Context: an optimization exercise on an open-source flow, tuned for small area, a short achievable clock period and few clock cycles. The choices shown serve that exercise and are no tape-out recipe. Where RTL was checked, it was by simulation tests only, not by an equivalence proof against the original. Function not checked in runs 4 and 6: the RTL went through the layout flow alone. No activity file was given, so power comes from the tool's default toggle rates.

<file path="config.mk">
export PLATFORM = sky130hd
export DESIGN_NAME = top
export DESIGN_NICKNAME = top
export VERILOG_FILES = /design/flow/design.v
export SDC_FILE = /design/flow/constraint.sdc
export NUM_CORES = 8
export LEC_CHECK = 0
export ABC_CLOCK_PERIOD_IN_PS = 3000
export CAP_MARGIN = 20
export CORE_MARGIN = 2
export CORE_UTILIZATION = 25
export PLACE_DENSITY = 0.45
export SETUP_SLACK_MARGIN = 5
export SLEW_MARGIN = 20
</file>
<file path="constraint.sdc">
create_clock -name core_clock -period 10.0 [get_ports {clk}]
set_input_delay 2.0000 -clock core_clock [delete_from_list [all_inputs] [get_ports {clk}]]
set_output_delay 2.0000 -clock core_clock [all_outputs]
set_load 0.01 [all_outputs]
</file>
<file path="design.v">
module sign_extend(
	input [15:0] imm,
	output [31:0] ext
);
assign ext = {{16{imm[15]}}, imm};
endmodule
module reg_file(
	input clk,
	input [31:0] r1_sel,
	input [31:0] r2_sel,
	input [4:0] r3_addr,
	input [31:0] r3_din,
	input r3_wr,
	output reg [31:0] r1_dout,
	output reg [31:0] r2_dout
);
reg [31:0] rf [0:31];
integer i;
always @(posedge clk)
	if (r3_wr)
		rf[r3_addr] <= r3_din;
always @(*) begin
	r1_dout = 32'd0;
	r2_dout = 32'd0;
	for (i = 0; i < 32; i = i + 1) begin
		r1_dout = r1_dout | ({32{r1_sel[i]}} & rf[i]);
		r2_dout = r2_dout | ({32{r2_sel[i]}} & rf[i]);
	end
end
endmodule
module alu(
	input [31:0] alu_a,
	input [31:0] alu_b,
	output [31:0] alu_out,
	output gtz
);
assign alu_out = alu_a + alu_b;
wire zero = ((alu_a ^ alu_b) == {alu_a[30:0] | alu_b[30:0], 1'b0});
assign gtz = ~alu_out[31] & ~zero;
endmodule
module pc(
	input [31:0] word,
	input [5:0] wpc,
	output redir,
	output [5:0] tgt
);
wire is_j = word[31:26] == 6'b000010;
wire is_b = word[31:26] == 6'b000111;
assign redir = is_j | (is_b & word[15]);
assign tgt = is_j ? word[5:0] : wpc + word[5:0] + 6'd1;
endmodule
module cu(
	input [5:0] op,
	output is_add,    
	output is_addi,
	output is_lw,
	output is_sw,
	output is_bgtz
);
assign is_addi = op == 6'b001000;
assign is_add = (op == 6'b000000) | is_addi;
assign is_lw = op == 6'b100011;
assign is_sw = op == 6'b101011;
assign is_bgtz = op == 6'b000111;
endmodule
module top(
	input clk, rst_n,
	output [5:0] mem_raddr,
	input [31:0] mem_rdata,
	output mem_we,
	output [5:0] mem_waddr,
	output [31:0] mem_wdata
);
localparam NB = 4;               
reg [5:0]  raddr_q;      
reg        ra_fetch;     
reg [5:0]  npc;          
reg        fvalid;       
reg [5:0]  fpc;          
reg        fhit;         
reg [NB-1:0] bv;
reg [5:0]  btag [0:NB-1];
reg [5:0]  btgt [0:NB-1];
reg [1:0]  brr;          
reg        svalid;
reg [31:0] sk_word;
reg [5:0]  spc;
reg        sredir;
reg        dvalid;
reg [31:0] ir;
reg [31:0] dsel_a, dsel_b;
reg        fa_q, fb_q;   
reg [31:0] rv;           
reg [5:0]  dpc;
reg        dredir;       
reg        dpend;        
reg [5:0]  dtgt;         
reg        evalid;
reg        e_add, e_lw, e_sw, e_bgtz, e_j, e_pred;
reg [31:0] e_a, e_b;
reg [5:0]  e_maddr;
reg [4:0]  e_dest;
reg [5:0]  e_pc, e_tgt;
reg        we_q;         
reg        lwb;          
reg        kill;         
integer i;
wire       f_redir;
wire [5:0] f_tgt;
pc pd(.word(mem_rdata), .wpc(fpc), .redir(f_redir), .tgt(f_tgt));
wire       s_redir_unused;
wire [5:0] s_tgt;
pc pds(.word(sk_word), .wpc(spc), .redir(s_redir_unused), .tgt(s_tgt));
wire f_isb = mem_rdata[31:26] == 6'b000111;
wire [31:0] sum;
wire        gtz;
alu alu_1(.alu_a(e_a), .alu_b(e_b), .alu_out(sum), .gtz(gtz));
wire e_go = evalid & ~kill;
wire e_lw0 = e_go & e_lw;           
wire        rf_we = (e_go & e_add) | lwb;
wire [31:0] rf_wd = lwb ? mem_rdata : sum;
wire d_add, d_addi, d_lw, d_sw, d_bgtz;
cu dec(.op(ir[31:26]), .is_add(d_add), .is_addi(d_addi), .is_lw(d_lw),
       .is_sw(d_sw), .is_bgtz(d_bgtz));
wire d_j = ir[31:26] == 6'b000010;
wire [4:0] rs = ir[25:21];
wire [4:0] rt = ir[20:16];
wire [31:0] r1, r2;
reg_file register(
	.clk(clk),
	.r1_sel(dsel_a), .r2_sel(dsel_b),
	.r3_addr(e_dest), .r3_din(rf_wd), .r3_wr(rf_we),
	.r1_dout(r1), .r2_dout(r2)
);
wire [31:0] simm;
sign_extend se(.imm(ir[15:0]), .ext(simm));
wire fwd_a = fa_q;
wire fwd_b = fb_q;
wire [31:0] opa = fwd_a ? rf_wd : r1;
wire [31:0] opb = d_addi ? simm : fwd_b ? rf_wd : r2;
wire [5:0]  maddr_f = rf_wd[5:0] + ir[5:0];
wire [5:0]  maddr_r = r1[5:0] + ir[5:0];
wire [5:0]  maddr = fwd_a ? maddr_f : maddr_r;
wire dlive = dvalid & ~kill;
wire dfire = dlive & ~e_lw0;
wire flive = fvalid & ~kill;
wire sw_hit = (dvalid & (dpc == e_maddr)) | (svalid & (spc == e_maddr)) |
              (fvalid & (fpc == e_maddr)) | (ra_fetch & (raddr_q == e_maddr));
wire e_mis = e_go & ((e_bgtz & (gtz ^ e_pred)) | (e_sw & sw_hit));
wire [5:0] e_alt = (e_pred | e_sw) ? e_pc + 6'd1 : e_tgt;
reg [NB-1:0] bhit;
reg [5:0]    bsel;
always @(*) begin
	bsel = 6'd0;
	for (i = 0; i < NB; i = i + 1) begin
		bhit[i] = bv[i] & (btag[i] == raddr_q);
		bsel = bsel | ({6{bhit[i]}} & btgt[i]);
	end
end
wire bpred = ra_fetch & (|bhit);
wire [5:0] succ = !ra_fetch ? npc : bpred ? bsel : raddr_q + 6'd1;
wire req_lw = dfire & d_lw;
wire req_d  = dlive & dpend;
wire req_f  = flive & f_redir & ~fhit;
wire take_d = ~req_lw & req_d;                  
wire take_f = ~req_lw & ~req_d & req_f;
wire [5:0] seq_addr = take_d ? dtgt : take_f ? f_tgt : succ;
wire [5:0] ra_next = req_lw ? maddr : seq_addr;
reg [NB-1:0] bm_pc, bm_st;
always @(*)
	for (i = 0; i < NB; i = i + 1) begin
		bm_pc[i] = bv[i] & (btag[i] == e_pc);
		bm_st[i] = bv[i] & (btag[i] == e_maddr);
	end
wire b_ins = e_go & (e_j | (e_bgtz & gtz));
wire b_del = e_go & e_bgtz & ~gtz;
wire b_any = |bm_pc;
wire d_accept = ~dvalid | dfire;
wire [31:0] d_word = svalid ? sk_word : mem_rdata;    
wire [4:0] d_dest = (ir[31:26] == 6'b000000) ? ir[15:11] : rt;
wire [4:0] dest_next = dfire ? d_dest : e_dest;
wire       we_next = (dfire & d_add) | e_lw0;     
wire [4:0] rs_next = d_accept ? d_word[25:21] : rs;
wire [4:0] rt_next = d_accept ? d_word[20:16] : rt;
wire [31:0] rv_next = rv | ({31'd0, rf_we} << e_dest);
wire f_keep = flive & ~take_d;                  
wire f_pt = f_redir | (fhit & f_isb);           
always @(posedge clk or negedge rst_n)
	if (!rst_n) begin
		rv <= 32'd0;
		ra_fetch <= 1'b1;
		npc <= 6'd0;
		fvalid <= 1'b0;
		fhit <= 1'b0;
		svalid <= 1'b0;
		dvalid <= 1'b0;
		dpend <= 1'b0;
		evalid <= 1'b0;
		we_q <= 1'b0;
		lwb <= 1'b0;
		kill <= 1'b0;
		bv <= {NB{1'b0}};
		brr <= 2'd0;
	end else begin
		kill <= e_mis;
		lwb <= e_lw0;
		we_q <= dfire & d_sw & ~e_mis;
		evalid <= dfire;
		rv <= rv_next;
		if (req_lw)
			npc <= succ;
		ra_fetch <= e_mis | ~req_lw;
		fvalid <= ra_fetch & ~take_d & ~take_f;
		fhit <= bpred;
		if (kill) begin
			dvalid <= 1'b0;
			svalid <= 1'b0;
			dpend <= 1'b0;
		end else if (d_accept) begin
			if (svalid) begin
				dvalid <= ~take_d;
				dpend <= 1'b0;
				svalid <= f_keep;
			end else begin
				dvalid <= f_keep;
				dpend <= f_keep & req_f & req_lw;
			end
		end else begin
			if (take_d)
				dpend <= 1'b0;
			svalid <= f_keep;
		end
		if (we_q)
			bv <= bv & ~bm_st;
		else if (b_del)
			bv <= bv & ~bm_pc;
		else if (b_ins) begin
			if (!b_any) begin
				bv[brr] <= 1'b1;
				brr <= brr + 2'd1;
			end
		end
	end
always @(posedge clk)
	if (b_ins && !b_any) begin
		btag[brr] <= e_pc;
		btgt[brr] <= e_tgt;
	end
always @(posedge clk)
	raddr_q <= !rst_n ? 6'd0 : e_mis ? e_alt : ra_next;
always @(posedge clk) begin
	fpc <= raddr_q;
	e_pc <= dpc;
	e_tgt <= dtgt;
	e_a <= opa;
	e_b <= opb;
	e_maddr <= maddr;
	e_add <= d_add;
	e_lw <= d_lw;
	e_sw <= d_sw;
	e_bgtz <= d_bgtz;
	e_j <= d_j;
	e_pred <= dredir;
	if (dfire)
		e_dest <= d_dest;
	dsel_a <= (32'd1 << rs_next) & rv_next;
	dsel_b <= (32'd1 << rt_next) & rv_next;
	fa_q <= we_next & (dest_next == rs_next);
	fb_q <= we_next & (dest_next == rt_next);
	if (d_accept) begin
		if (svalid) begin
			ir <= sk_word;
			dpc <= spc;
			dredir <= sredir;
			dtgt <= s_tgt;
		end else begin
			ir <= mem_rdata;
			dpc <= fpc;
			dredir <= f_pt;
			dtgt <= f_tgt;
		end
	end
	if (svalid ? d_accept : ~d_accept) begin
		sk_word <= mem_rdata;
		spc <= fpc;
		sredir <= f_pt;
	end
end
assign mem_raddr = raddr_q;
assign mem_we = we_q;
assign mem_waddr = e_maddr;
assign mem_wdata = e_b;
endmodule
</file>
<file path="flow/run.sh">
#!/bin/bash
set -euo pipefail
bash standard.sh synth > synth.log 2>&1
bash standard.sh SETUP_SLACK_MARGIN=6.8 \
  "CTS_ARGS=-sink_clustering_enable -repair_clock_nets -dont_use_dummy_load -sink_clustering_size 20 -sink_clustering_max_diameter 120" \
  finish > layout.log 2>&1
</file>
<file path="standard.sh">
#!/bin/bash
# synth_recipe.tcl (not shown) runs the flow's synth.tcl, then flattens the netlist and writes it again
# the make line also repeats each setting of config.mk as NAME=value (left out here)
make -C /OpenROAD-flow-scripts/flow DESIGN_CONFIG=/design/flow/config.mk WORK_HOME=/design/flow/orfs CLKGATE_MAP_FILE= SYNTH_SCRIPT=/design/flow/synth_recipe.tcl "${@:-finish}"
</file>
==> flow_metrics.env, run 1 <==
export IMPL_skew_ns=0.0833
export IMPL_p_total_mw=19.2
export IMPL_whs_endpoint="e_pred$_DFF_P_"
export IMPL_coreArea_um2=235000
export IMPL_setup_ws_ns=6.61
export IMPL_drive_gt1_frac=0.207
export IMPL_yosysWarnings=2
export IMPL_clock_fmax_ghz=0.295
export IMPL_grtUsageMet2=0.371
export IMPL_final_core_util=0.301
export IMPL_ys_seq_area_frac=0.669
export IMPL_grt_ovfl_total=0
export IMPL_antenna_found_initial=20
export IMPL_ys_flop_type="edfxtp_1"
export IMPL_htree_levels=3
export IMPL_place_gp_congestion=0.917
export IMPL_first_iter_violations=10780
export IMPL_clock_sinks=1381
export IMPL_wire_per_inst_um=41.5
export IMPL_crit_fanout=7
export IMPL_use_met3=0.0913
export IMPL_slowest_delay_ns=0.30
export IMPL_syn_area_um2=59000
export IMPL_maxSlewViolCount=0
export IMPL_drtAntennaViolNets=0
export IMPL_critical_path_class="in -> reg"
export IMPL_dp_hpwl_um=172000
export IMPL_yosysTopAreaCellShare=0.588
export IMPL_critPathSlowestCell="dlygate4sd2_1"
export IMPL_grt_max_degree=61
export IMPL_async_reset_ff_frac=0.0391
export IMPL_hp_class="reg -> reg"
export IMPL_synth_edf_count=1156
export IMPL_p_leak_nw=23.5
export IMPL_min_period_over_period=0.339
export IMPL_synth_area_leaders="edfxtp_1, dfxtp_1, a221oi_1, a22o_1, a22oi_1"
export IMPL_io_buffer_count=78
export IMPL_met1_usage=0.326
export IMPL_crit_arrival_ns=3.99
export IMPL_syn_num_nets=4390
export IMPL_synth_avg_cell_area_um2=13.8
export IMPL_wl_um=319000
export IMPL_setup_violations=0
export IMPL_yosys_area_top_type="edfxtp_1"
export IMPL_crit_cells=11
export IMPL_critPathLaunchType="input pin"
export IMPL_dp_slack_ns=5.31
export IMPL_netlist_top_cells_count="edfxtp_1, a22oi_1, a221oi_1"
export IMPL_synth_seq_cells=1381
export IMPL_ir_drop_uv=316
export IMPL_tightest_slew_ns=1.27
export IMPL_fin_crit_ns=3.39
export IMPL_drc=0
export IMPL_rows=178
export IMPL_cp_buffers_inverters=3
export IMPL_synth_cell_types=77
export IMPL_dr_total_vias=48613
export IMPL_required_ns=10.59
export IMPL_hold_viol_final=0
export IMPL_area_growth_pct=19.7
export IMPL_nets=4663
export IMPL_clk_pin_slew_ns=0.09
export IMPL_start_util=0.251
export IMPL_grt_busiest_layer="met2"
export IMPL_rr_startpoint="dsel_a[15]$_DFF_P_"
export IMPL_grt_first_pass_wirelength_um=416000
export IMPL_maxCapViolations=0
export IMPL_reg2reg_slack_ns=6.65
export IMPL_tns_ns=0
export IMPL_clock_latency_ns=0.76
export IMPL_worstHoldStart="dredir$_DFFE_PN_"
export IMPL_yosysMostFrequentCell="edfxtp_1"
export IMPL_dieArea_um2=240000
export IMPL_relSlewSlack=0.147
export IMPL_hold_depth=0
export IMPL_grt_usage=0.253
export IMPL_path_cells="dlygate4sd2_1, nor4b_4, o211ai_1, buf_4, buf_2, nand3_1, o21ai_0, a31o_2, o21ai_1, a21oi_2, o21a_1"
export IMPL_clk_path_buf_depth=3
export IMPL_status="complete, no violations"
export IMPL_syn_inst=4269
export IMPL_io_pin_count=79
export IMPL_cts_tree="done"
export IMPL_end_kind="flip-flop"
export IMPL_reg2reg_to="raddr_q[5]$_SDFF_PN0_"
export IMPL_die_w_um=490
export IMPL_grt_pass1_vias=44940
export IMPL_dr_pass1_iters=11
export IMPL_cts_buffers=79
export IMPL_cp_top_family="compound AO/OA/AOI/OAI gates"
export IMPL_rr_worst_depth=14
export IMPL_vias_per_cell=6.31
export IMPL_die_h_um=490
export IMPL_power_density_nw_per_um2=272
export IMPL_rsz0062_at_grt="true"
export IMPL_root_buffer="clkbuf_16"
==> per-layer routing <==
metal / vias to the layer above / routed length, µm
met5: - / 273
met2: 4897 / 133000
met3: 1175 / 47900
li1: 17871 / -
met4: 18 / 20200
met1: 24652 / 118000
==> state kept, by name, indices dropped and copies added, names as in the netlist, 2 cells and up <==
name and flops:
fpc 6, rv 32, e_pc 6, dsel_a 32, sk_word 32, e_tgt 6
npc 6, brr 2, spc 6, register.rf 1024, dpc 6, btag 24
e_b 32, e_maddr 6, raddr_q 6, e_a 32, btgt 24, ir 32
dtgt 6, e_dest 5, bv 4, dsel_b 32
==> layout by cell type, fill, tap and decap left out, types with 81 or more instances in the layout <==
cell type     n
nand3_1     119
inv_1       126
edfxtp_1   1156
xnor2_1     104
a221oi_1    290
nand4_1     135
nor3_1      129
nor2_1      104
a21oi_1     130
clkbuf_16    81
buf_4       268
nand2_1     109
a22o_1      299
a22oi_1     321
==> worst reg2reg max path, cell delays in order, from the launching register on <==
cell and delay (ns):
dfxtp_2 0.53, a22o_1 0.31, a221oi_1 0.33, nand4_1 0.22, nor3_4 0.37, a21oi_1 0.12, ha_1 0.37, inv_1 0.07
o21bai_1 0.18, a21oi_2 0.08, xor2_1 0.17, xnor2_1 0.18, nand2_1 0.10, a21oi_2 0.11, o21a_1 0.11
==> where the power goes <==
group	leakage [nW]	switching, mW	total (mW)	internal (mW)
logic	9.65	4.83	7.17	2.34
clock network	0.974	1.97	3.38	1.41
registers	12.9	0.558	8.67	8.11
total	23.5	7.36	19.2	11.9
==> per-stage QoR <==
| step | hold slack [ns] | instances | instance area (µm²) |
|---|---|---|---|
| CTS | 0.356 | 7635 | 69500 |
| global route | 0.371 | 7690 | 70600 |
| floorplan | 0.323 | 4269 | 59200 |
| global placement | 0.336 | 7369 | 64300 |
| detailed placement | 0.329 | 7370 | 64400 |
| finish | 0.354 | 7700 | 70700 |
==> layout make-up <==
| type | instances | area (µm²) |
|---|---|---|
| tap | 3150 | 3940 |
| multi-input combinational | 2462 | 19400 |
| sequential | 1381 | 39800 |
| antenna | 10 | 25.0 |
| clock buffer | 79 | 1980 |
| inverter | 154 | 653 |
| timing repair inverter | 19 | 143 |
| timing repair buffer | 445 | 4710 |
| fill | 23444 | 164000 |
==> how the worst max path moves through the flow <==
| stage | from | end | slack [ns] |
|---|---|---|---|
| finish | mem_rdata[29] | raddr_q[5]$_SDFF_PN0_ | 6.61 |
| global route | mem_rdata[29] | raddr_q[5]$_SDFF_PN0_ | 6.55 |
| CTS | we_q$_DFF_PN0_ | mem_we | 6.65 |
| detailed placement | mem_rdata[0] | raddr_q[5]$_SDFF_PN0_ | 5.31 |
| global placement | mem_rdata[0] | raddr_q[4]$_SDFF_PN0_ | 5.24 |
| floorplan | mem_rdata[1] | raddr_q[5]$_SDFF_PN0_ | 6.31 |
==> cell families (layout without fill, tap and decap cells) <==
| logic type | Yosys count | after routing | synth area share |
|---|---|---|---|
| DFF | 1381 | 1381 | 0.669 |
| and+or+nand+nor | 747 | 753 | 0.0638 |
| buffers and inverters | 433 | 697 | 0.0286 |
| xor gates and xnor gates | 188 | 188 | 0.0279 |
| adders and majority gates | 87 | 87 | 0.0189 |
| other | 0 | 10 | 0 |
| muxes | 66 | 66 | 0.0119 |
| AOI/OAI and AO/OA | 1367 | 1368 | 0.180 |
==> timing repair <==
action | CTS | global route
gates resized for setup | 658 | 156
setup buffers | 154 | 48
endpoints found under the setup margin | 2131 | 883
hold buffers | 0 | 0
pin swaps | 52 | 66
cloned | 32 | 7
Testbench counts, summed over its fixed seeds: cycles 18,334.
==> run 2: changes to the inputs <==
--- a/flow/run.sh
+++ b/flow/run.sh
@@ -4,2 +4,3 @@
 bash standard.sh SETUP_SLACK_MARGIN=6.8 \
+  "BUFFER_PORTS_ARGS=-buffer_cell sky130_fd_sc_hd__buf_4" \
   "CTS_ARGS=-sink_clustering_enable -repair_clock_nets -dont_use_dummy_load -sink_clustering_size 20 -sink_clustering_max_diameter 120" \
==> run 2 against run 1 <==
Effect of this change:
- worst setup slack got worse by 0.047 ns
- largest cell class unchanged
- via count fell by 1.4%
- non-clock buffer count down 15
- still clean on timing, DRC and antenna
- critical path type is now reg -> reg
- critical endpoint unchanged
- global-route usage down 0.26 points
==> flow_metrics.env, run 2 <==
export IMPL_status="complete, no violations"
export IMPL_p_leak_nw=23.4
export IMPL_path_cells="buf_8, a222oi_1, nand4_1, nor3_4, a21oi_2, ha_1, a21oi_2, o21bai_1, a21oi_2, xor2_1, xnor2_1, nand2_1, a21oi_2, o21a_1"
export IMPL_skew_ns=0.101
export IMPL_whs_ns=0.349
export IMPL_grt_pass1_vias=44894
export IMPL_area_growth_pct=19.4
export IMPL_grt_ovfl_total=0
export IMPL_synth_edf_count=1156
export IMPL_syn_num_nets=4390
export IMPL_dr_pass1_iters=10
export IMPL_met1_usage=0.319
export IMPL_yosys_area_top_type="edfxtp_1"
export IMPL_rows=178
export IMPL_slowest_delay_ns=0.48
export IMPL_required_ns=10.63
export IMPL_dr_total_vias=47955
export IMPL_crit_fanout=21
export IMPL_hold_viol_final=0
export IMPL_setup_violations=0
export IMPL_grtUsageMet2=0.364
export IMPL_async_reset_ff_frac=0.0391
export IMPL_syn_area_um2=59000
export IMPL_maxCapViolations=0
export IMPL_crit_arrival_ns=4.07
export IMPL_nets=4644
export IMPL_first_iter_violations=10685
export IMPL_relSlewSlack=0.140
export IMPL_grt_max_degree=61
export IMPL_maxSlewViolCount=0
export IMPL_seqCellArea_um2=39700
export IMPL_wire_per_inst_um=41.3
export IMPL_netlist_top_cells_count="edfxtp_1, a22oi_1, a221oi_1"
export IMPL_hp_class="reg -> reg"
export IMPL_grt_first_pass_wirelength_um=412000
export IMPL_drtAntennaViolNets=0
export IMPL_clock_sinks=1381
export IMPL_clock_fmax_ghz=0.291
export IMPL_rsz0062_at_grt="true"
export IMPL_ir_drop_uv=298
export IMPL_crit_top_cell="a21oi_2"
export IMPL_fin_crit_ns=3.44
export IMPL_ys_seq_area_frac=0.669
export IMPL_wl_um=317000
export IMPL_dieArea_um2=240000
export IMPL_final_common_cell="edfxtp_1"
export IMPL_tightest_slew_ns=1.29
export IMPL_largest_reg_flops=1024
export IMPL_end_kind="flip-flop"
export IMPL_yosysTopAreaCellShare=0.588
export IMPL_power_clock_fraction=0.172
export IMPL_drc=0
export IMPL_p_switching_mw=7.48
export IMPL_p_seq_frac=0.440
export IMPL_p_comb_frac=0.388
export IMPL_synth_cell_types=77
export IMPL_root_buffer="clkbuf_16"
export IMPL_place_gp_congestion=0.893
export IMPL_vias_per_cell=6.25
export IMPL_cts_buffers=79
export IMPL_grt_busiest_layer="met2"
export IMPL_yosysMostFrequentCell="edfxtp_1"
export IMPL_drive_gt1_frac=0.212
export IMPL_io_buffer_count=78
export IMPL_multiInputGateArea_um2=19600
export IMPL_yosysWarnings=2
export IMPL_min_period_over_period=0.344
export IMPL_power_internal_mw=12.1
export IMPL_clk_path_buf_depth=3
export IMPL_fillers=23452
export IMPL_start_util=0.251
export IMPL_coreArea_um2=235000
export IMPL_grt_usage=0.250
export IMPL_regMostFlops="register.rf"
export IMPL_power_density_nw_per_um2=277
export IMPL_clk_pin_slew_ns=0.09
export IMPL_cts_tree="done"
export IMPL_synth_seq_cells=1381
export IMPL_switching_share=0.383
export IMPL_synth_avg_cell_area_um2=13.8
export IMPL_critical_path_class="reg -> reg"
export IMPL_tns_ns=0
export IMPL_dp_hpwl_um=176000
export IMPL_io_pin_count=79
export IMPL_die_h_um=490
export IMPL_syn_inst=4269
export IMPL_critPathLaunchType="flip-flop"
export IMPL_clock_latency_ns=0.77
export IMPL_use_met3=0.0988
export IMPL_antenna_found_initial=20
export IMPL_die_w_um=490
export IMPL_ys_flop_type="edfxtp_1"
export IMPL_critPathSlowestCell="dfxtp_4"
export IMPL_final_cell_mix="edfxtp_1, a22oi_1, a22o_1"
export IMPL_htree_levels=3
export IMPL_synth_area_leaders="edfxtp_1, dfxtp_1, a221oi_1, a22o_1, a22oi_1"
run 2: cell families (layout without fill, tap and decap cells):
group                    count (synthesis)  count (layout)  synth area share
flip-flops                            1381            1381             0.669
AO/OA/AOI/OAI                         1367            1367             0.180
multiplexers                            66              67            0.0119
other                                    0               4                 0
buffers and inverters                  433             680            0.0286
adder cells (fa/ha/maj)                 87              87            0.0189
XOR/XNOR                               188             188            0.0279
AND/OR/NAND/NOR                        747             751            0.0638
run 2: path summary, 6_finish.rpt:
path	startpoint	endpoint	slack, ns	cells after the start
worst max-delay path	dsel_a[4]$_DFF_P_	raddr_q[5]$_SDFF_PN0_	6.56	14
worst min-delay path	dredir$_DFFE_PN_	e_pred$_DFF_P_	0.35	0
worst max register to register	dsel_a[4]$_DFF_P_	raddr_q[5]$_SDFF_PN0_	6.56	14
worst min register to register	dredir$_DFFE_PN_	e_pred$_DFF_P_	0.35	0
max in group asynchronous	rst_n	lwb$_DFF_PN0_	7.95	1
min in group asynchronous	rst_n	brr[1]$_DFFE_PN0P_	1.38	1
run 2: final cells by class:
| class | instances | area share |
|---|---|---|
| Multi-Input combinational cell | 2460 | 0.278 |
| Sequential cell | 1381 | 0.564 |
| Tap cell | 3150 | 0.0559 |
| Clock buffer | 79 | 0.0280 |
| Inverter | 154 | 0.00927 |
| Antenna cell | 4 | 0.000142 |
| Timing Repair inverter | 17 | 0.00178 |
| Timing Repair Buffer | 430 | 0.0626 |
run 2: critical path, delay by kind of cell (launching register included):
| kind | cells | cell delay, ns |
|---|---|---|
| simple gates | 3 | 0.80 |
| compound gates | 7 | 1.01 |
| flops | 1 | 0.48 |
| fa+ha+maj | 1 | 0.36 |
| buf+inv | 1 | 0.30 |
| xor+xnor | 2 | 0.36 |
run 2: what timing repair did:
action | CTS | global route
endpoints found under the setup margin | 1253 | 753
resized for setup | 428 | 150
buffers inserted | 142 | 40
gates cloned | 20 | 9
pin swaps | 55 | 60
hold buffers | 0 | 0
run 2: per-stage QoR:
step                cell area [µm²]  power, mW  std cells  worst slack [ns]  utilization
floorplan                     59200       11.7       4269              6.31            -
global placement              64200       14.3       7376              5.41        0.273
detailed placement            64200       14.4       7379              5.43        0.273
CTS                           69200       18.5       7620              6.64        0.295
global route                  70500       20.1       7671              6.53        0.300
finish                        70500       19.6       7675              6.56        0.300
run 2: routing by layer:
layer | vias up | part of all wire
met2 | 4741 | 0.41
met1 | 24251 | 0.37
met4 | 22 | 0.063
met5 | - | 0.00075
li1 | 17809 | -
met3 | 1132 | 0.15
run 2: power by group through the flow:
stage | clock, mW | sequential (mW) | combinational (mW)
final | 3.36 | 8.60 | 7.59
after global routing | 3.56 | 8.65 | 7.89
after CTS | 3.38 | 8.60 | 6.57
after detailed placement | 0 | 8.83 | 5.53
after global placement | 0 | 8.82 | 5.52
after floorplan | 0 | 8.46 | 3.20
==> run 3: changes to the inputs <==
==> flow/run.sh (replaced) <==
#!/bin/bash
set -euo pipefail
bash standard.sh synth > synth.log 2>&1
bash standard.sh SETUP_SLACK_MARGIN=6.8 \
  "CTS_ARGS=-sink_clustering_enable -repair_clock_nets -dont_use_dummy_load -sink_clustering_size 20 -sink_clustering_max_diameter 120" \
  finish > layout.log 2>&1
--- a/config.mk
+++ b/config.mk
@@ -10,4 +10,4 @@
 export CORE_MARGIN = 2
-export CORE_UTILIZATION = 25
-export PLACE_DENSITY = 0.45
+export CORE_UTILIZATION = 35
+export PLACE_DENSITY = 0.55
 export SETUP_SLACK_MARGIN = 5
==> run 3 against run 2 <==
Effect of this change:
- sequential share of layout area grew 1.3 points
- synthesized area unchanged
- design area decreased by 2.1%
- worst hold slack better by 0.0022 ns
- sequential power is 1% higher
- routed wire length fell by 5.7%
- clock skew is 0.015 ns higher
- total power shrank 2.6%
- utilization increased by 11 points
- worst setup slack improved by 0.032 ns
- global-route usage rose by 8.1 points
- maximum frequency increased by 0.94%
- critical path type unchanged
==> flow_metrics.env, run 3 <==
export IMPL_min_period_over_period=0.341
export IMPL_switching_share=0.377
export IMPL_synth_cell_types=77
export IMPL_nets=4637
export IMPL_crit_fanout=26
export IMPL_p_seq_frac=0.458
export IMPL_synth_seq_cells=1381
export IMPL_rr_worst_depth=14
export IMPL_startpoint="dsel_a[26]$_DFF_P_"
export IMPL_maxCapViolations=0
export IMPL_place_gp_congestion=0.945
export IMPL_cts_buffers=79
export IMPL_start_util=0.353
export IMPL_clk_path_buf_depth=3
export IMPL_critPathLaunchType="flip-flop"
export IMPL_drive_gt1_frac=0.204
export IMPL_vias_per_cell=7.26
export IMPL_relSlewSlack=0.130
export IMPL_htree_levels=3
export IMPL_post_place_cells=6415
export IMPL_seqCellArea_um2=39800
export IMPL_p_leak_nw=23.3
export IMPL_dp_hpwl_um=161000
export IMPL_rsz0062_at_grt="true"
export IMPL_yosysMostFrequentCell="edfxtp_1"
export IMPL_syn_area_um2=59000
export IMPL_fin_crit_ns=3.41
export IMPL_first_iter_violations=11526
export IMPL_yosysWarnings=2
export IMPL_fillers=15279
export IMPL_hp_class="reg -> reg"
export IMPL_syn_inst=4269
export IMPL_clock_latency_ns=0.78
export IMPL_p_comb_frac=0.369
export IMPL_final_cell_mix="edfxtp_1, a22oi_1, a22o_1"
export IMPL_yosysTopAreaCellShare=0.588
export IMPL_grt_usage=0.331
export IMPL_wl_um=299000
export IMPL_ir_drop_uv=166
export IMPL_rr_startpoint="dsel_a[26]$_DFF_P_"
export IMPL_grt_ovfl_total=0
export IMPL_maxSlewViolCount=0
export IMPL_synth_area_leaders="edfxtp_1, dfxtp_1, a221oi_1, a22o_1, a22oi_1"
export IMPL_required_ns=10.64
export IMPL_clk_pin_slew_ns=0.09
export IMPL_async_reset_ff_frac=0.0391
export IMPL_dp_slack_ns=5.31
export IMPL_synth_edf_count=1156
export IMPL_final_core_util=0.412
export IMPL_whs_ns=0.351
export IMPL_regMostFlops="register.rf"
export IMPL_multiInputGateArea_um2=19500
export IMPL_grt_max_degree=61
export IMPL_end_kind="flip-flop"
export IMPL_power_internal_mw=11.9
export IMPL_hold_viol_final=0
export IMPL_die_w_um=415
export IMPL_p_switching_mw=7.18
export IMPL_yosys_area_top_type="edfxtp_1"
export IMPL_setup_violations=0
export IMPL_die_h_um=415
export IMPL_tightest_slew_ns=1.29
export IMPL_stdcell_area_um2=69000
export IMPL_postCtsHoldBufs=0
export IMPL_power_clock_fraction=0.174
export IMPL_crit_arrival_ns=4.05
export IMPL_skew_ns=0.116
export IMPL_dr_total_vias=48922
export IMPL_final_common_cell="edfxtp_1"
export IMPL_netlist_top_cells_count="edfxtp_1, a22oi_1, a221oi_1"
export IMPL_reg2reg_slack_ns=6.59
export IMPL_area_growth_pct=16.8
export IMPL_largest_reg_flops=1024
export IMPL_tns_ns=0
export IMPL_rows=150
export IMPL_wire_per_inst_um=44.3
export IMPL_setup_ws_ns=6.59
export IMPL_syn_num_nets=4390
export IMPL_io_buffer_count=78
export IMPL_ys_flop_type="edfxtp_1"
export IMPL_grt_first_pass_wirelength_um=392000
export IMPL_clock_fmax_ghz=0.293
export IMPL_cp_endpoint="raddr_q[4]$_SDFF_PN0_"
export IMPL_root_buffer="clkbuf_16"
export IMPL_coreArea_um2=167000
export IMPL_cts_tree="done"
export IMPL_clock_sinks=1381
export IMPL_reg2reg_to="raddr_q[4]$_SDFF_PN0_"
export IMPL_dr_pass1_iters=13
export IMPL_finalNonFillerCells=6736
export IMPL_grt_pass1_vias=45104
export IMPL_synth_avg_cell_area_um2=13.8
export IMPL_drc=0
export IMPL_ys_seq_area_frac=0.669
export IMPL_io_pin_count=79
export IMPL_p_total_mw=19.0
export IMPL_drtAntennaViolNets=0
export IMPL_antenna_found_initial=13
export IMPL_placed_area_um2=63100
export IMPL_critical_path_class="reg -> reg"
export IMPL_power_density_nw_per_um2=276
export IMPL_dieArea_um2=172000
export IMPL_status="complete, no violations"
==> run 3: cell types whose count changed in the layout (fill, tap and decap cells not counted), moves of 8 or more <==
| cell | previous run | this run |
|---|---|---|
| clkdlybuf4s50_1 | 0 | 10 |
| buf_4 | 281 | 259 |
| buf_12 | 41 | 22 |
| nor3_2 | 13 | 5 |
| nor3_1 | 124 | 133 |
| diode_2 | 4 | 18 |
| dfxtp_2 | 74 | 65 |
| dfxtp_4 | 40 | 56 |
==> run 3: per-layer routing <==
metal,global-route usage,part of all wire,vias to the layer above
met5,0.00167,0.00082,-
met4,0.235,0.096,20
met3,0.158,0.17,1654
met2,0.464,0.40,5420
met1,0.398,0.33,24016
li1,-,-,17812
==> run 3: cells by family (layout without fill, tap and decap cells) <==
family          after synthesis  in the layout  share of synthesized area
flops                      1381           1381                      0.669
compound gates             1367           1368                      0.180
simple gates                747            751                     0.0638
buf+inv                     433            673                     0.0286
xor+xnor                    188            188                     0.0279
fa+ha+maj                    87             87                     0.0189
mux                          66             66                     0.0119
other cells                   0             18                          0
==> run 3: power groups by stage <==
stage | logic [mW] | clock network, mW | registers (mW)
after floorplan | 3.20 | 0 | 8.46
after global placement | 5.25 | 0 | 8.90
after detailed placement | 5.31 | 0 | 8.90
after CTS | 6.20 | 3.29 | 8.69
after global routing | 7.26 | 3.48 | 8.75
final | 7.02 | 3.31 | 8.72
==> run 3: area by class of cell <==
cell class,count,share of cell area
flip-flops and latches,1381,0.577
multi-input cells,2460,0.282
repair buffers,421,0.0604
well taps,2204,0.0400
clock buffers,79,0.0287
inverters,154,0.00939
repair inverters,19,0.00207
diodes,18,0.000653
==> run 3: how the worst min path moves through the flow <==
stage | from | endpoint | slack (ns) | cells after the start
final | dredir$_DFFE_PN_ | e_pred$_DFF_P_ | 0.35 | 0
after global routing | dredir$_DFFE_PN_ | e_pred$_DFF_P_ | 0.37 | 0
after CTS | dredir$_DFFE_PN_ | e_pred$_DFF_P_ | 0.35 | 0
after detailed placement | dredir$_DFFE_PN_ | e_pred$_DFF_P_ | 0.33 | 0
after global placement | dredir$_DFFE_PN_ | e_pred$_DFF_P_ | 0.33 | 0
after floorplan | dredir$_DFFE_PN_ | e_pred$_DFF_P_ | 0.32 | 0
==> run 3: critical path, cell delays in order, from the launching register on <==
cell and delay [ns]:
dfxtp_2 0.47, buf_8 0.33, a221oi_2 0.31, nand4_1 0.21, nor3_4 0.42, a21oi_4 0.08
buf_4 0.18, fa_2 0.37, a21oi_2 0.18, nor2_1 0.05, nor2_1 0.12, xnor2_1 0.15
nor2_1 0.08, nor4_2 0.21, o21a_1 0.15
==> run 3: timing repair <==
item,CTS,global route
setup buffers,112,79
setup endpoints to repair,1412,973
gates resized for setup,645,170
hold endpoints to repair,0,0
pin swaps,47,89
cloned,23,8
==> run 4: changes to the inputs <==
--- a/design.v
+++ b/design.v
@@ -88,2 +88,3 @@
 reg        sredir;
+reg        spend;
 reg        dvalid;
@@ -163,6 +164,5 @@
 wire req_d  = dlive & dpend;
-wire req_f  = flive & f_redir & ~fhit;
+wire f_pend = f_redir & ~fhit;                  
 wire take_d = ~req_lw & req_d;                  
-wire take_f = ~req_lw & ~req_d & req_f;
-wire [5:0] seq_addr = take_d ? dtgt : take_f ? f_tgt : succ;
+wire [5:0] seq_addr = take_d ? dtgt : succ;
 wire [5:0] ra_next = req_lw ? maddr : seq_addr;
@@ -212,3 +212,3 @@
 		ra_fetch <= e_mis | ~req_lw;
-		fvalid <= ra_fetch & ~take_d & ~take_f;
+		fvalid <= ra_fetch & ~take_d;
 		fhit <= bpred;
@@ -221,3 +221,3 @@
 				dvalid <= ~take_d;
-				dpend <= 1'b0;
+				dpend <= spend & ~take_d;
 				svalid <= f_keep;
@@ -225,3 +225,3 @@
 				dvalid <= f_keep;
-				dpend <= f_keep & req_f & req_lw;
+				dpend <= f_keep & f_pend;
 			end
@@ -286,2 +286,3 @@
 		sredir <= f_pt;
+		spend <= f_pend;
 	end
--- a/config.mk
+++ b/config.mk
@@ -10,4 +10,4 @@
 export CORE_MARGIN = 2
-export CORE_UTILIZATION = 35
-export PLACE_DENSITY = 0.55
+export CORE_UTILIZATION = 25
+export PLACE_DENSITY = 0.45
 export SETUP_SLACK_MARGIN = 5
==> run 4 against run 3 <==
Effect of this change:
- design area is 3.9% higher
- die area is 39% higher
- largest cell class unchanged
- sequential share of layout area is 2.1 points lower
- maximum frequency shrank 6.3%
- global-route usage is 7.6 points lower
- register-to-register slack worse by 0.23 ns
- clock-buffer cell count unchanged
- synthesized cell count down 1.6%
- utilization fell by 11 points
- non-clock buffer count rose by 54
- clock skew fell by 0.013 ns
==> flow_metrics.env, run 4 <==
export IMPL_synthMuxAreaShare=0.0124
export IMPL_p_switching_mw=7.54
export IMPL_min_period_over_period=0.364
export IMPL_area_growth_pct=21.7
export IMPL_rr_worst_depth=15
export IMPL_syn_area_um2=58900
export IMPL_critPathLaunchType="flip-flop"
export IMPL_drtAntennaViolNets=0
export IMPL_rsz0062_at_grt="true"
export IMPL_switching_share=0.377
export IMPL_grt_max_degree=67
export IMPL_critical_path_class="reg -> reg"
export IMPL_setup_violations=0
export IMPL_antenna_found_initial=29
export IMPL_whs_ns=0.346
export IMPL_cts_tree="done"
export IMPL_crit_arrival_ns=4.27
export IMPL_synth_compound_area_frac=0.182
export IMPL_p_seq_frac=0.434
export IMPL_crit_fanout=18
export IMPL_dr_pass1_iters=11
export IMPL_yosysWarnings=2
export IMPL_power_clock_fraction=0.169
export IMPL_skew_ns=0.103
export IMPL_clk_path_buf_depth=3
export IMPL_drc=0
export IMPL_die_w_um=489
export IMPL_hp_class="reg -> reg"
export IMPL_fillers=23447
export IMPL_power_internal_mw=12.5
export IMPL_final_common_cell="edfxtp_1"
export IMPL_relSlewSlack=0.0859
export IMPL_setup_ws_ns=6.36
export IMPL_crit_top_cell="buf_4"
export IMPL_place_gp_congestion=0.912
export IMPL_nets=4630
export IMPL_coreArea_um2=235000
export IMPL_critPathSlowestCell="dfxtp_2"
export IMPL_finalNonFillerCells=7675
export IMPL_synth_edf_count=1157
export IMPL_dp_hpwl_um=175000
export IMPL_syn_inst=4200
export IMPL_yosysMostFrequentCell="edfxtp_1"
export IMPL_synth_avg_cell_area_um2=14.0
export IMPL_maxCapViolations=0
export IMPL_regMostFlops="register.rf"
export IMPL_dieArea_um2=239000
export IMPL_p_comb_frac=0.397
export IMPL_final_core_util=0.305
export IMPL_yosys_area_top_type="edfxtp_1"
export IMPL_grt_first_pass_wirelength_um=415000
export IMPL_clock_fmax_ghz=0.275
export IMPL_dr_total_vias=48249
export IMPL_synth_top_family_by_area="compound AO/OA/AOI/OAI gates"
export IMPL_path_cells="buf_8, buf_4, a22o_1, a221oi_1, nand4_1, nor3_2, buf_4, a21oi_1, ha_1, a21oi_2, xor2_1, xnor2_1, and2_1, o21ai_1, mux2i_1"
export IMPL_status="complete, no violations"
export IMPL_wl_um=321000
export IMPL_clock_latency_ns=0.78
export IMPL_grt_ovfl_total=0
export IMPL_dp_slack_ns=5.18
export IMPL_synth_seq_cells=1382
export IMPL_io_pin_count=79
export IMPL_cts_buffers=79
export IMPL_largest_reg_flops=1024
export IMPL_synthAdderAreaFrac=0.0190
export IMPL_ys_flop_type="edfxtp_1"
export IMPL_tightest_slew_ns=1.36
export IMPL_maxSlewViolCount=0
export IMPL_clk_pin_slew_ns=0.10
export IMPL_syn_num_nets=4321
export IMPL_yosysTopAreaCellShare=0.590
export IMPL_synth_xor_area_frac=0.0275
export IMPL_rows=178
export IMPL_drive_gt1_frac=0.226
export IMPL_vias_per_cell=6.29
export IMPL_wire_per_inst_um=41.8
export IMPL_p_leak_nw=24.0
export IMPL_start_util=0.251
export IMPL_htree_levels=3
export IMPL_synth_cell_types=82
export IMPL_die_h_um=489
export IMPL_ys_seq_area_frac=0.671
export IMPL_tns_ns=0
export IMPL_power_density_nw_per_um2=279
export IMPL_first_iter_violations=10358
export IMPL_final_cell_mix="edfxtp_1, a22o_1, a221oi_1"
export IMPL_required_ns=10.63
export IMPL_synth_simple_gate_area_frac=0.0594
export IMPL_fin_crit_ns=3.64
export IMPL_async_reset_ff_frac=0.0391
export IMPL_netlist_top_cells_count="edfxtp_1, a221oi_1, a22o_1"
export IMPL_root_buffer="clkbuf_16"
export IMPL_slowest_delay_ns=0.46
export IMPL_clock_sinks=1382
export IMPL_hold_depth=0
export IMPL_grt_pass1_vias=44700
export IMPL_io_buffer_count=78
export IMPL_hold_viol_final=0
export IMPL_synth_area_leaders="edfxtp_1, dfxtp_1, a221oi_1, a22o_1, a22oi_1"
export IMPL_end_kind="flip-flop"
export IMPL_ir_drop_uv=206
export IMPL_grt_usage=0.256
export IMPL_post_place_cells=7318
## run 4: power groups by stage
stage	logic [mW]	registers, mW	clock network [mW]
6_report	7.94	8.68	3.37
2_1_floorplan	3.10	8.44	0
3_5_place_dp	5.26	8.88	0
5_1_grt	8.29	8.73	3.56
4_1_cts	6.73	8.67	3.38
3_3_place_gp	5.22	8.87	0
## run 4: cells by family (layout without fill, tap and decap cells)
logic type / after synthesis / in the layout
muxes: 69 / 69
xor gates and xnor gates: 185 / 185
other: 0 / 18
AOI/OAI and AO/OA: 1355 / 1358
and+or+nand+nor: 688 / 698
DFF: 1382 / 1382
buffers and inverters: 434 / 728
adders and majority gates: 87 / 87
## run 4: path summary, 6_finish.rpt
kind | startpoint | endpoint | slack, ns
setup / recovery | dsel_a[6]$_DFF_P_ | raddr_q[5]$_SDFF_PN0_ | 6.36
setup reg to reg | dsel_a[6]$_DFF_P_ | raddr_q[5]$_SDFF_PN0_ | 6.36
hold reg to reg | dredir$_DFFE_PN_ | e_pred$_DFF_P_ | 0.35
hold / removal | dredir$_DFFE_PN_ | e_pred$_DFF_P_ | 0.35
min in group asynchronous | rst_n | bv[0]$_DFFE_PN0P_ | 1.48
max in group asynchronous | rst_n | rv[12]$_DFF_PN0_ | 7.78
## run 4: per-layer routing
metal	global-route usage	up-vias	routed length, µm	share of wire
met5	0	-	174	0.00054
met4	0.141	18	22300	0.070
met3	0.0985	1268	49300	0.15
met2	0.373	4928	132000	0.41
met1	0.324	24299	116000	0.36
li1	-	17736	-	-
## run 4: area by class of cell
type	count	area [µm²]	area share
sequential	1382	39800	0.556
multi-input combinational	2397	20000	0.280
timing repair buffer	475	5040	0.0704
tap	3150	3940	0.0550
clock buffer	79	1980	0.0276
inverter	158	671	0.00936
timing repair inverter	16	115	0.00161
antenna	18	45.0	0.000629
## run 4: critical path: cells and delay by family, from the launching register on
family	cells	cell delay, ns
simple gates	3	0.57
xor+xnor	2	0.40
buf+inv	3	0.82
mux	1	0.16
flops	1	0.46
fa+ha+maj	1	0.37
compound gates	5	0.75
## run 4: what timing repair did
| action | 4_1_cts | 5_1_grt |
|---|---|---|
| pin swaps | 71 | 57 |
| setup buffers | 144 | 76 |
| endpoints found under the setup margin | 1939 | 951 |
| hold buffers | 0 | 0 |
| gates cloned | 29 | 10 |
| resized for setup | 742 | 190 |
## run 4: metrics by stage
step / total power, mW / cell area, µm²
finish: 20.0 / 71700
global route: 20.6 / 71600
CTS: 18.8 / 69800
detailed placement: 14.1 / 64400
global placement: 14.1 / 64300
floorplan: 11.5 / 59000
==> run 5: changes to the inputs <==
--- a/design.v
+++ b/design.v
@@ -88,3 +88,2 @@
 reg        sredir;
-reg        spend;
 reg        dvalid;
@@ -164,5 +163,6 @@
 wire req_d  = dlive & dpend;
-wire f_pend = f_redir & ~fhit;                  
+wire req_f  = flive & f_redir & ~fhit;
 wire take_d = ~req_lw & req_d;                  
-wire [5:0] seq_addr = take_d ? dtgt : succ;
+wire take_f = ~req_lw & ~req_d & req_f;
+wire [5:0] seq_addr = take_d ? dtgt : take_f ? f_tgt : succ;
 wire [5:0] ra_next = req_lw ? maddr : seq_addr;
@@ -212,3 +212,3 @@
 		ra_fetch <= e_mis | ~req_lw;
-		fvalid <= ra_fetch & ~take_d;
+		fvalid <= ra_fetch & ~take_d & ~take_f;
 		fhit <= bpred;
@@ -221,3 +221,3 @@
 				dvalid <= ~take_d;
-				dpend <= spend & ~take_d;
+				dpend <= 1'b0;
 				svalid <= f_keep;
@@ -225,3 +225,3 @@
 				dvalid <= f_keep;
-				dpend <= f_keep & f_pend;
+				dpend <= f_keep & req_f & req_lw;
 			end
@@ -286,3 +286,2 @@
 		sredir <= f_pt;
-		spend <= f_pend;
 	end
--- a/flow/run.sh
+++ b/flow/run.sh
@@ -5,2 +5,3 @@
   "CTS_ARGS=-sink_clustering_enable -repair_clock_nets -dont_use_dummy_load -sink_clustering_size 20 -sink_clustering_max_diameter 120" \
+  POST_GLOBAL_ROUTE_TCL=$PWD/flow/post_grt.tcl \
   finish > layout.log 2>&1
==> flow/post_grt.tcl (new file) <==
# A second round of setup repair on global-route parasitics, before detailed
# routing (same margin as the standard round).
log_cmd global_route -start_incremental
repair_timing_helper -setup
log_cmd detailed_placement
log_cmd global_route -end_incremental
log_cmd estimate_parasitics -global_routing
report_worst_slack -max
==> run 5 against run 4 <==
Effect of this change:
- still clean on timing, DRC and antenna
- sequential power about the same
- synthesized cell count up 1.6%
- via count up 0.79%
- critical endpoint unchanged
- largest power group unchanged
- highest routed layer unchanged
==> flow_metrics.env, run 5 <==
export IMPL_relSlewSlack=0.149
export IMPL_grt_usage=0.253
export IMPL_min_period_over_period=0.339
export IMPL_skew_ns=0.0823
export IMPL_htree_levels=3
export IMPL_route_met3_wl_um=47800
export IMPL_critical_path_class="reg -> reg"
export IMPL_die_h_um=490
export IMPL_status="complete, no violations"
export IMPL_required_ns=10.64
export IMPL_netlist_top_cells_count="edfxtp_1, a22oi_1, a221oi_1"
export IMPL_synth_edf_count=1156
export IMPL_p_leak_nw=23.6
export IMPL_root_buffer="clkbuf_16"
export IMPL_grt_max_degree=61
export IMPL_dp_hpwl_um=172000
export IMPL_wl_met2_um=133000
export IMPL_cts_tree="done"
export IMPL_synth_area_leaders="edfxtp_1, dfxtp_1, a221oi_1, a22o_1, a22oi_1"
export IMPL_crit_arrival_ns=4.03
export IMPL_coreArea_um2=235000
export IMPL_reg2reg_to="raddr_q[5]$_SDFF_PN0_"
export IMPL_maxCapViolations=0
export IMPL_tns_ns=0
export IMPL_start_util=0.251
export IMPL_clk_path_buf_depth=3
export IMPL_yosysTopAreaCellShare=0.588
export IMPL_crit_fanout=10
export IMPL_end_kind="flip-flop"
export IMPL_hp_class="reg -> reg"
export IMPL_synth_seq_cells=1381
export IMPL_startpoint="dsel_a[15]$_DFF_P_"
export IMPL_rr_worst_depth=14
export IMPL_drive_gt1_frac=0.211
export IMPL_regMostFlops="register.rf"
export IMPL_antenna_found_initial=20
export IMPL_syn_area_um2=59000
export IMPL_yosysMostFrequentCell="edfxtp_1"
export IMPL_synth_cell_types=77
export IMPL_tightest_slew_ns=1.27
export IMPL_io_buffer_count=78
export IMPL_post_cts_buffers=154
export IMPL_clock_latency_ns=0.76
export IMPL_final_common_cell="edfxtp_1"
export IMPL_highest_layer="met5"
export IMPL_ys_flop_type="edfxtp_1"
export IMPL_dr_pass1_iters=11
export IMPL_area_growth_pct=20.0
export IMPL_clock_fmax_ghz=0.295
export IMPL_io_pin_count=79
export IMPL_place_gp_congestion=0.917
export IMPL_rr_startpoint="dsel_a[15]$_DFF_P_"
export IMPL_ctsResizeCount=658
export IMPL_grt_pass1_vias=44940
export IMPL_postCtsHoldBufs=0
export IMPL_dieArea_um2=240000
export IMPL_wl_met1_um=118000
export IMPL_power_density_nw_per_um2=273
export IMPL_maxSlewViolCount=0
export IMPL_drc=0
export IMPL_reg2reg_slack_ns=6.61
export IMPL_yosys_area_top_type="edfxtp_1"
export IMPL_clk_pin_slew_ns=0.09
export IMPL_largest_reg_flops=1024
export IMPL_yosysWarnings=2
export IMPL_wire_per_inst_um=41.5
export IMPL_hold_viol_final=0
export IMPL_die_w_um=490
export IMPL_critPathLaunchType="flip-flop"
export IMPL_ys_seq_area_frac=0.669
export IMPL_fillers=23424
export IMPL_clock_sinks=1381
export IMPL_final_cell_mix="edfxtp_1, a22oi_1, a22o_1"
export IMPL_vias_per_cell=6.31
export IMPL_synth_avg_cell_area_um2=13.8
export IMPL_cp_endpoint="raddr_q[5]$_SDFF_PN0_"
export IMPL_setup_violations=0
export IMPL_fin_crit_ns=3.39
export IMPL_dr_total_vias=48629
export IMPL_ir_drop_uv=348
export IMPL_cts_buffers=79
export IMPL_drtAntennaViolNets=0
export IMPL_async_reset_ff_frac=0.0391
export IMPL_nets=4672
export IMPL_first_iter_violations=10543
export IMPL_syn_inst=4269
export IMPL_rows=178
export IMPL_wl_um=320000
export IMPL_syn_num_nets=4390
export IMPL_grt_first_pass_wirelength_um=416000
export IMPL_grt_ovfl_total=0
export IMPL_final_core_util=0.302
==> run 5: cell types whose count changed after synthesis, sizes merged, moves of 12 or more <==
| cell | change |
|---|---|
| a22oi | +45 |
| nor2 | +41 |
| a21oi | +17 |
| a22o | -17 |
| a221oi | -16 |
| o21ai | +16 |
| xor2 | +14 |
| nand3 | +12 |
==> run 5: worst min path at each step <==
| stage | startpoint | endpoint | slack [ns] | depth (start not counted) |
|---|---|---|---|---|
| 2_1_floorplan | dredir$_DFFE_PN_ | e_pred$_DFF_P_ | 0.32 | 0 |
| 3_3_place_gp | dredir$_DFFE_PN_ | e_pred$_DFF_P_ | 0.34 | 0 |
| 3_5_place_dp | dredir$_DFFE_PN_ | e_pred$_DFF_P_ | 0.33 | 0 |
| 4_1_cts | dredir$_DFFE_PN_ | e_pred$_DFF_P_ | 0.36 | 0 |
| 6_report | dredir$_DFFE_PN_ | e_pred$_DFF_P_ | 0.35 | 0 |
==> run 5: where the power goes <==
group	internal (mW)	switching (mW)	total, mW
Clock	1.41	1.97	3.38
Combinational	2.40	4.88	7.28
Sequential	8.11	0.555	8.67
Total	11.9	7.40	19.3
==> run 5: layer usage <==
metal  vias up  global-route usage
met5         -                   0
met1     24803               0.326
met4        14               0.128
li1      17893                   -
met3      1126              0.0913
met2      4793               0.371
==> run 5: kinds of logic (layout without fill, tap and decap cells) <==
family | Yosys count | count (layout) | share of synthesized area
xor+xnor | 188 | 188 | 0.0279
flops | 1381 | 1381 | 0.669
compound gates | 1367 | 1368 | 0.180
other cells | 0 | 10 | 0
buf+inv | 433 | 706 | 0.0286
mux | 66 | 66 | 0.0119
fa+ha+maj | 87 | 87 | 0.0189
simple gates | 747 | 753 | 0.0638
==> run 5: cell type report <==
class	instances	area [µm²]	share of cell area
antenna	10	25.0	0.000353
multi-input combinational	2462	19500	0.276
tap	3150	3940	0.0556
clock buffer	79	1980	0.0279
inverter	154	656	0.00925
sequential	1381	39800	0.562
timing repair inverter	19	143	0.00201
timing repair buffer	454	4790	0.0676
==> run 5: critical path, stage by stage, from the launching register on <==
cell and delay, ns:
dfxtp_2 0.53, a22o_1 0.30, a221oi_1 0.36, nand4_1 0.24
nor3_4 0.38, a21oi_1 0.12, ha_1 0.37, inv_1 0.07
o21bai_1 0.18, a21oi_2 0.08, xor2_1 0.17, xnor2_1 0.18
nand2_1 0.10, a21oi_2 0.11, o21a_1 0.11
==> run 5: through the flow <==
| step | power, mW | cell area (µm²) | hold slack, ns | setup WS (ns) | cells |
|---|---|---|---|---|---|
| 6_report | 19.3 | 70900 | 0.353 | 6.61 | 7709 |
| 4_1_cts | 18.6 | 69500 | 0.356 | 6.65 | 7635 |
| 3_5_place_dp | 14.4 | 64400 | 0.329 | 5.31 | 7370 |
| 3_3_place_gp | 14.4 | 64300 | 0.336 | 5.24 | 7369 |
| 2_1_floorplan | 11.7 | 59200 | 0.323 | 6.31 | 4269 |
Testbench counts of run 5, summed over its fixed seeds: cycles 18,334.
==> run 6: changes to the inputs <==
--- a/design.v
+++ b/design.v
@@ -81,2 +81,3 @@
 reg [NB-1:0] bv;
+reg [NB-1:0] bj;         
 reg [5:0]  btag [0:NB-1];
@@ -146,13 +147,21 @@
 wire flive = fvalid & ~kill;
-wire sw_hit = (dvalid & (dpc == e_maddr)) | (svalid & (spc == e_maddr)) |
-              (fvalid & (fpc == e_maddr)) | (ra_fetch & (raddr_q == e_maddr));
+wire [5:0] e_maddr_m1 = e_maddr - 6'd1;
+wire sw_hit = (dvalid & (dpc == e_maddr | dpc == e_maddr_m1)) |
+              (svalid & (spc == e_maddr | spc == e_maddr_m1)) |
+              (fvalid & (fpc == e_maddr | fpc == e_maddr_m1)) |
+              (ra_fetch & (raddr_q == e_maddr | raddr_q == e_maddr_m1)) |
+              (e_pc == e_maddr_m1);
 wire e_mis = e_go & ((e_bgtz & (gtz ^ e_pred)) | (e_sw & sw_hit));
 wire [5:0] e_alt = (e_pred | e_sw) ? e_pc + 6'd1 : e_tgt;
-reg [NB-1:0] bhit;
-reg [5:0]    bsel;
+wire [5:0] ra1 = raddr_q + 6'd1;
+reg [NB-1:0] bhit, jhit;
+reg [5:0]    bsel, jsel;
 always @(*) begin
 	bsel = 6'd0;
+	jsel = 6'd0;
 	for (i = 0; i < NB; i = i + 1) begin
 		bhit[i] = bv[i] & (btag[i] == raddr_q);
+		jhit[i] = bv[i] & bj[i] & (btag[i] == ra1);
 		bsel = bsel | ({6{bhit[i]}} & btgt[i]);
+		jsel = jsel | ({6{jhit[i]}} & btgt[i]);
 	end
@@ -160,3 +169,3 @@
 wire bpred = ra_fetch & (|bhit);
-wire [5:0] succ = !ra_fetch ? npc : bpred ? bsel : raddr_q + 6'd1;
+wire [5:0] succ = !ra_fetch ? npc : bpred ? bsel : (|jhit) ? jsel : ra1;
 wire req_lw = dfire & d_lw;
@@ -247,2 +256,3 @@
 		btgt[brr] <= e_tgt;
+		bj[brr] <= e_j;
 	end
==> flow/run.sh (replaced) <==
#!/bin/bash
set -euo pipefail
bash standard.sh synth > synth.log 2>&1
bash standard.sh SETUP_SLACK_MARGIN=6.8 finish > layout.log 2>&1
removed: flow/post_grt.tcl
==> run 6 against run 5 <==
Effect of this change:
- non-clock buffer count down 34
- routed wire length up 2.3%
- via count up 2.6%
- global-route usage up 0.42 points
- clock-buffer cell count up 122
- final cell count up 3.9%
- combinational power up 9.1%
- sequential power up 1%
- clock power up 72%
- sequential share of layout area down 3.3 points
- first-iteration DRC count down 4.8%
- largest cell class unchanged
==> flow_metrics.env, run 6 <==
export IMPL_wire_per_inst_um=40.8
export IMPL_grt_max_degree=67
export IMPL_ys_seq_area_frac=0.657
export IMPL_ir_drop_uv=180
export IMPL_largest_reg_flops=1024
export IMPL_first_iter_violations=10036
export IMPL_synth_edf_count=1160
export IMPL_drtAntennaViolNets=0
export IMPL_final_common_cell="edfxtp_1"
export IMPL_relSlewSlack=0.145
export IMPL_io_pin_count=79
export IMPL_crit_fanout=14
export IMPL_power_density_nw_per_um2=298
export IMPL_die_w_um=495
export IMPL_tns_ns=0
export IMPL_cts_tree="done"
export IMPL_grt_usage=0.257
export IMPL_syn_inst=4380
export IMPL_clk_pin_slew_ns=0.06
export IMPL_min_period_over_period=0.348
export IMPL_nets=4811
export IMPL_slowest_delay_ns=0.43
export IMPL_clk_path_buf_depth=3
export IMPL_cp_buffers_inverters=6
export IMPL_yosys_area_top_type="edfxtp_1"
export IMPL_clock_fmax_ghz=0.287
export IMPL_dieArea_um2=245000
export IMPL_syn_num_nets=4503
export IMPL_postCtsHoldBufs=0
export IMPL_area_growth_pct=25.3
export IMPL_drc=0
export IMPL_ys_flop_type="edfxtp_1"
export IMPL_setup_violations=0
export IMPL_synth_cell_types=95
export IMPL_clock_latency_ns=0.83
export IMPL_setup_ws_ns=6.52
export IMPL_async_reset_ff_frac=0.0390
export IMPL_antenna_found_initial=19
export IMPL_place_gp_congestion=0.916
export IMPL_syn_area_um2=60200
export IMPL_required_ns=10.57
export IMPL_grt_pass1_vias=46862
export IMPL_yosysMostFrequentCell="edfxtp_1"
export IMPL_yosysWarnings=2
export IMPL_skew_ns=0.0438
export IMPL_synth_seq_cells=1385
export IMPL_yosysTopAreaCellShare=0.578
export IMPL_path_cells="ha_4, buf_6, buf_6, a211oi_4, o211ai_4, a31oi_4, o31ai_4, buf_6, buf_6, or2_4, xnor2_4, mux2i_4, clkinvlp_4, buf_6"
export IMPL_p_total_mw=22.5
export IMPL_crit_top_cell="buf_6"
export IMPL_tightest_slew_ns=1.28
export IMPL_maxCapViolations=0
export IMPL_clock_sinks=1385
export IMPL_fin_crit_ns=3.48
export IMPL_rows=180
export IMPL_synth_area_leaders="edfxtp_1, dfxtp_1, a22o_1, a221oi_1, a22oi_1"
export IMPL_cts_buffers=148
export IMPL_grt_first_pass_wirelength_um=429000
export IMPL_dp_hpwl_um=179000
export IMPL_vias_per_cell=6.23
export IMPL_rsz0062_at_grt="true"
export IMPL_cp_top_family="buffers and inverters"
export IMPL_critPathLaunchType="flip-flop"
export IMPL_wl_um=327000
export IMPL_netlist_top_cells_count="edfxtp_1, a22o_1, a221oi_1"
export IMPL_hp_class="reg -> reg"
export IMPL_regMostFlops="register.rf"
export IMPL_dr_pass1_iters=9
export IMPL_die_h_um=495
export IMPL_synth_avg_cell_area_um2=13.8
export IMPL_critPathSlowestCell="mux2i_4"
export IMPL_maxSlewViolCount=0
export IMPL_final_cell_mix="edfxtp_1, a22o_1, a221oi_1"
export IMPL_htree_levels=4
export IMPL_start_util=0.251
export IMPL_critical_path_class="reg -> reg"
export IMPL_status="complete, no violations"
export IMPL_drive_gt1_frac=0.230
export IMPL_hold_viol_final=0
export IMPL_io_buffer_count=78
export IMPL_root_buffer="clkbuf_16"
export IMPL_dr_total_vias=49897
export IMPL_crit_arrival_ns=4.05
export IMPL_coreArea_um2=240000
export IMPL_reg2reg_slack_ns=6.52
export IMPL_grt_ovfl_total=0
export IMPL_dp_slack_ns=5.03
export IMPL_p_leak_nw=25.4
export IMPL_end_kind="flip-flop"
-- run 6: changes by cell type after synthesis, moves of 9 or more --
cell	previous run	this run
a22oi_1	321	279
a22o_1	300	325
xnor2_1	108	129
nor2_1	144	124
nand2_1	118	137
a21oi_1	159	142
a221oi_1	303	317
inv_1	152	165
xor2_1	80	93
a21o_1	25	37
o21ai_0	76	64
a211oi_1	12	22
mux2i_1	34	43
-- run 6: metal layers --
| layer | GRT usage | up-vias | share of wire |
|---|---|---|---|
| li1 | - | 18522 | - |
| met1 | 0.320 | 25181 | 0.36 |
| met2 | 0.381 | 4826 | 0.42 |
| met3 | 0.0925 | 1358 | 0.14 |
| met4 | 0.153 | 10 | 0.077 |
| met5 | 0 | - | 0.00076 |
-- run 6: cells by family after synthesis --
logic type               share of synthesized area
multiplexers                                0.0129
AND/OR/NAND/NOR                             0.0668
AO/OA/AOI/OAI                                0.182
XOR/XNOR                                    0.0328
flip-flops                                   0.657
buffers and inverters                       0.0289
adder cells (fa/ha/maj)                     0.0190
-- run 6: final timing paths --
kind / from / end / depth (start not counted)
setup / recovery: e_a[0]$_DFF_P_ / register.rf[31][21]$_DFFE_PP_ / 14
hold / removal: dpc[5]$_DFFE_PN_ / e_pc[5]$_DFF_P_ / 0
setup reg to reg: e_a[0]$_DFF_P_ / register.rf[31][21]$_DFFE_PP_ / 14
hold reg to reg: dpc[5]$_DFFE_PN_ / e_pc[5]$_DFF_P_ / 0
max in group asynchronous: rst_n / svalid$_DFF_PN0_ / 2
min in group asynchronous: rst_n / bv[3]$_DFFE_PN0P_ / 2
-- run 6: where the power goes --
part / internal [mW] / total (mW) / switching [mW]
registers: 8.18 / 8.77 / 0.581
logic: 2.80 / 7.94 / 5.14
clock network: 3.33 / 5.80 / 2.47
-- run 6: what timing repair did --
item,4_1_cts,5_1_grt
setup buffers,109,43
pin swaps,71,61
cloned,27,8
gates resized for setup,726,197
setup endpoints to repair,1610,917
-- run 6: final cells by class --
cell class,count,area [µm²]
diodes,18,45.0
clock buffers,201,4180
clock inverters,71,820
fillers,23747,165000
inverters,165,688
multi-input cells,2554,21000
flip-flops and latches,1385,39900
well taps,3185,3990
repair buffers,420,4740
repair inverters,14,105
-- run 6: stage by stage --
stage	area [µm²]	instances	utilization	hold slack, ns
2_1_floorplan	60500	4380	-	0.323
3_3_place_gp	65800	7532	0.274	0.380
3_5_place_dp	65800	7533	0.274	0.379
4_1_cts	74000	7941	0.308	0.393
5_1_grt	75500	8003	0.314	0.403
6_report	75500	8013	0.314	0.392

==> what the ideal ports hide <==
The flow's constraints put no driver on any port. The routed layouts listed below were extracted and timed again, unchanged, in two steps. Step 1: set_driving_cell puts a clkbuf_16 on clk and a buf_2 on each other input, an assumption about the parent block. Step 2 also shifts input and output timing later by t, the mid clock arrival at the registers, as if the neighbouring blocks saw the same clock. Slacks: no drivers / after step 1 / after step 2; pairs: no drivers / after step 1.
run | t (ns) | setup slack, ns | clock arrival spread, ns | worst slew at a driven data input, ns | cell pins on the clock port's net
run 1 | 0.807 | 6.606 / 6.594 / 5.867 | 0.101 / 0.101 | 0.11 | 1
run 2 | 0.821 | 6.559 / 6.559 / 5.906 | 0.121 / 0.121 | 0.10 | 1
run 3 | 0.812 | 6.591 / 6.591 / 5.866 | 0.130 / 0.130 | 0.11 | 1
run 4 | 0.829 | 6.360 / 6.360 / 5.721 | 0.110 / 0.110 | 0.12 | 1
run 5 | 0.810 | 6.614 / 6.600 / 5.929 | 0.098 / 0.098 | 0.11 | 1
run 6 | 0.906 | 6.517 / 6.490 / 5.747 | 0.044 / 0.044 | 0.05 | 1
After both steps every run listed still meets setup and hold. For run 6, which loses most, drivers alone change the setup slack by -0.027 ns; drivers and shift together by -0.770 ns.
